From an optimization exercise on the open Yosys and OpenROAD flow, aimed at small area, a short achievable clock period and few clock cycles per item; shortcuts taken in it are not production practice.

## P
==> module sort_pipe, before the edit <==
module sort_pipe #(
parameter DATA_WIDTH='d8
)(
input                         clk,
input                         rst_n,
input                         client_val,
input [(8*DATA_WIDTH)-1:0]    client_data,
output reg                    client_rdy,
input                         sort_rdy,
output reg                    sort_val,
output reg [8*DATA_WIDTH-1:0] sort_data
);
localparam W = DATA_WIDTH;
function gt8(input [7:0] a, input [7:0] b);
   reg [7:0] g1, l1;
   reg [3:0] g2, l2;
   reg [1:0] g3, l3;
   integer n;
   begin
      g1 = a & ~b;
      l1 = ~a & b;
      for (n = 0; n < 4; n = n + 1) begin
         g2[n] = g1[2*n+1] | (~l1[2*n+1] & g1[2*n]);
         l2[n] = l1[2*n+1] | (~g1[2*n+1] & l1[2*n]);
      end
      for (n = 0; n < 2; n = n + 1) begin
         g3[n] = g2[2*n+1] | (~l2[2*n+1] & g2[2*n]);
         l3[n] = l2[2*n+1] | (~g2[2*n+1] & l2[2*n]);
      end
      gt8 = g3[1] | (~l3[1] & g3[0]);
   end
endfunction
function [2:0] cnt7(input [6:0] v);
   reg s1, c1, s2, c2, c3;
   begin
      s1 = v[0] ^ v[1] ^ v[2];
      c1 = (v[0] & v[1]) | (v[2] & (v[0] ^ v[1]));
      s2 = v[3] ^ v[4] ^ v[5];
      c2 = (v[3] & v[4]) | (v[5] & (v[3] ^ v[4]));
      cnt7[0] = s1 ^ s2 ^ v[6];
      c3 = (s1 & s2) | (v[6] & (s1 ^ s2));
      cnt7[1] = c1 ^ c2 ^ c3;
      cnt7[2] = (c1 & c2) | (c3 & (c1 ^ c2));
   end
endfunction
integer i, j, k, n;
reg [6:0] b;
reg [63:0] gi;    
reg [2:0]  rank_in [0:7];
always @(*) begin
   gi = 64'd0;
   for (i = 0; i < 8; i = i + 1)
      for (j = i + 1; j < 8; j = j + 1)
         gi[8*i+j] = gt8(client_data[W*i +: W], client_data[W*j +: W]);
   for (i = 0; i < 8; i = i + 1) begin
      n = 0;
      b = 7'd0;
      for (j = 0; j < 8; j = j + 1)
         if (j != i) begin
            b[n] = (j > i) ? gi[8*i+j] : ~gi[8*j+i];
            n = n + 1;
         end
      rank_in[i] = cnt7(b);
   end
end
reg [8*W-1:0] x;
reg [23:0]    r;
reg           vld;
wire adv = ~vld | sort_rdy;
always @(posedge clk or negedge rst_n) begin
   if (~rst_n) vld <= 1'b0;
   else if (adv) vld <= client_val;
end
always @(posedge clk) begin
   if (adv) begin
      x <= client_data;
      for (i = 0; i < 8; i = i + 1) r[3*i +: 3] <= rank_in[i];
   end
end
reg [7:0] sel [0:7];    
always @(*)
   for (i = 0; i < 8; i = i + 1)
      for (k = 0; k < 8; k = k + 1)
         sel[i][k] = r[3*i +: 3] == k;
reg [W-1:0] o;
always @(*) begin
   sort_val   = vld;
   client_rdy = adv;
   for (k = 0; k < 8; k = k + 1) begin
      o = {W{1'b0}};
      for (i = 0; i < 8; i = i + 1)
         o = o | (x[W*i +: W] & {W{sel[i][k]}});
      sort_data[W*(7-k) +: W] = o;
   end
end
endmodule
make LEC_CHECK=0 CAP_MARGIN=20 CORE_MARGIN=2 CORE_UTILIZATION=40 PLACE_DENSITY=0.6 SLEW_MARGIN=20 finish   # period 3.0 ns
run.sh (not shown) runs the stock make flow with config.mk's settings and CLKGATE_MAP_FILE= SYNTH_SCRIPT=/design/flow/synth_recipe.tcl, a recipe that flattens the netlist after the stock synthesis.
Status P: flow complete, layout not clean - negative setup slack
What T does differently from P at the input level:
--- a/flow/design.v
+++ b/flow/design.v
@@ -40,27 +40,29 @@
       cnt7[0] = s1 ^ s2 ^ v[6];
       c3 = (s1 & s2) | (v[6] & (s1 ^ s2));
       cnt7[1] = c1 ^ c2 ^ c3;
       cnt7[2] = (c1 & c2) | (c3 & (c1 ^ c2));
    end
 endfunction
-integer i, j, k, n;
+reg       g [0:7][0:7];    
 reg [6:0] b;
-reg [63:0] gi;    
-reg [2:0]  rank_in [0:7];
+reg [2:0] rank_in [0:7];
+integer i, j, n;
 always @(*) begin
-   gi = 64'd0;
+   for (i = 0; i < 8; i = i + 1)
+      for (j = 0; j < 8; j = j + 1)
+         g[i][j] = 1'b0;
    for (i = 0; i < 8; i = i + 1)
       for (j = i + 1; j < 8; j = j + 1)
-         gi[8*i+j] = gt8(client_data[W*i +: W], client_data[W*j +: W]);
+         g[i][j] = gt8(client_data[W*i +: W], client_data[W*j +: W]);
    for (i = 0; i < 8; i = i + 1) begin
       n = 0;
       b = 7'd0;
       for (j = 0; j < 8; j = j + 1)
          if (j != i) begin
-            b[n] = (j > i) ? gi[8*i+j] : ~gi[8*j+i];
+            b[n] = (j > i) ? g[i][j] : ~g[j][i];
             n = n + 1;
          end
       rank_in[i] = cnt7(b);
    end
 end
 reg [8*W-1:0] x;
@@ -74,23 +76,19 @@
 always @(posedge clk) begin
    if (adv) begin
       x <= client_data;
       for (i = 0; i < 8; i = i + 1) r[3*i +: 3] <= rank_in[i];
    end
 end
-reg [7:0] sel [0:7];    
-always @(*)
-   for (i = 0; i < 8; i = i + 1)
-      for (k = 0; k < 8; k = k + 1)
-         sel[i][k] = r[3*i +: 3] == k;
 reg [W-1:0] o;
+integer k;
 always @(*) begin
    sort_val   = vld;
    client_rdy = adv;
    for (k = 0; k < 8; k = k + 1) begin
       o = {W{1'b0}};
       for (i = 0; i < 8; i = i + 1)
-         o = o | (x[W*i +: W] & {W{sel[i][k]}});
+         o = o | (x[W*i +: W] & {W{r[3*i +: 3] == k}});
       sort_data[W*(7-k) +: W] = o;
    end
 end
 endmodule
==> notes.md <==
- From P to T the numbers moved as follows: via count went down about 0.7%; global-route usage went down 0.85 points; maximum clock rate held; setup slack after layout went up 0.0088 ns.
- T and P ended up with roughly the same arrival time at the worst endpoint.
- | number of nets in the synthesized netlist | lower: P |
- Total routed wirelength: higher on P
- Re remaining routing DRC violations: no difference whatsoever between P and T.
- | placed cell area | T vs P | 120 um^2 higher |
- T ran in full, but the layout does not pass; the checks complain about negative setup slack.
Function was not checked in any run of this note: the RTL went through the layout flow alone.

==> what the ideal ports hide <==
The results above use ideal ports. As a check the final layouts listed here were re-extracted and re-timed, cells and wires unchanged. Step 1 (the two cells are an assumption about what drives the block):
set clk [get_ports {clk}]
set_driving_cell -lib_cell sky130_fd_sc_hd__clkbuf_16 $clk
set_driving_cell -lib_cell sky130_fd_sc_hd__buf_2 [delete_from_list [all_inputs] $clk]
Step 2 times the ports against the registers' clock, not the clock port: input delays grow and output delays shrink by t, the midpoint of the rising clock arrivals with the driver on. a / b / c = ideal ports / drivers / drivers and shift; a / b = the first two.
run | shift t [ns] | slack for setup (ns) | hold slack, ns | clock arrival spread, ns | slew at the worst register clock pin (ns)
P | 0.381 | -0.747 / -0.754 / -1.135 | 0.391 / 0.373 / 0.753 | 0.009 / 0.009 | 0.08 / 0.08
T | 0.375 | -0.739 / -0.744 / -1.119 | 0.401 / 0.385 / 0.760 | 0.014 / 0.014 | 0.07 / 0.07
The setup slack of P, which loses most, moves by -0.007 ns with the drivers and by -0.388 ns with both steps.
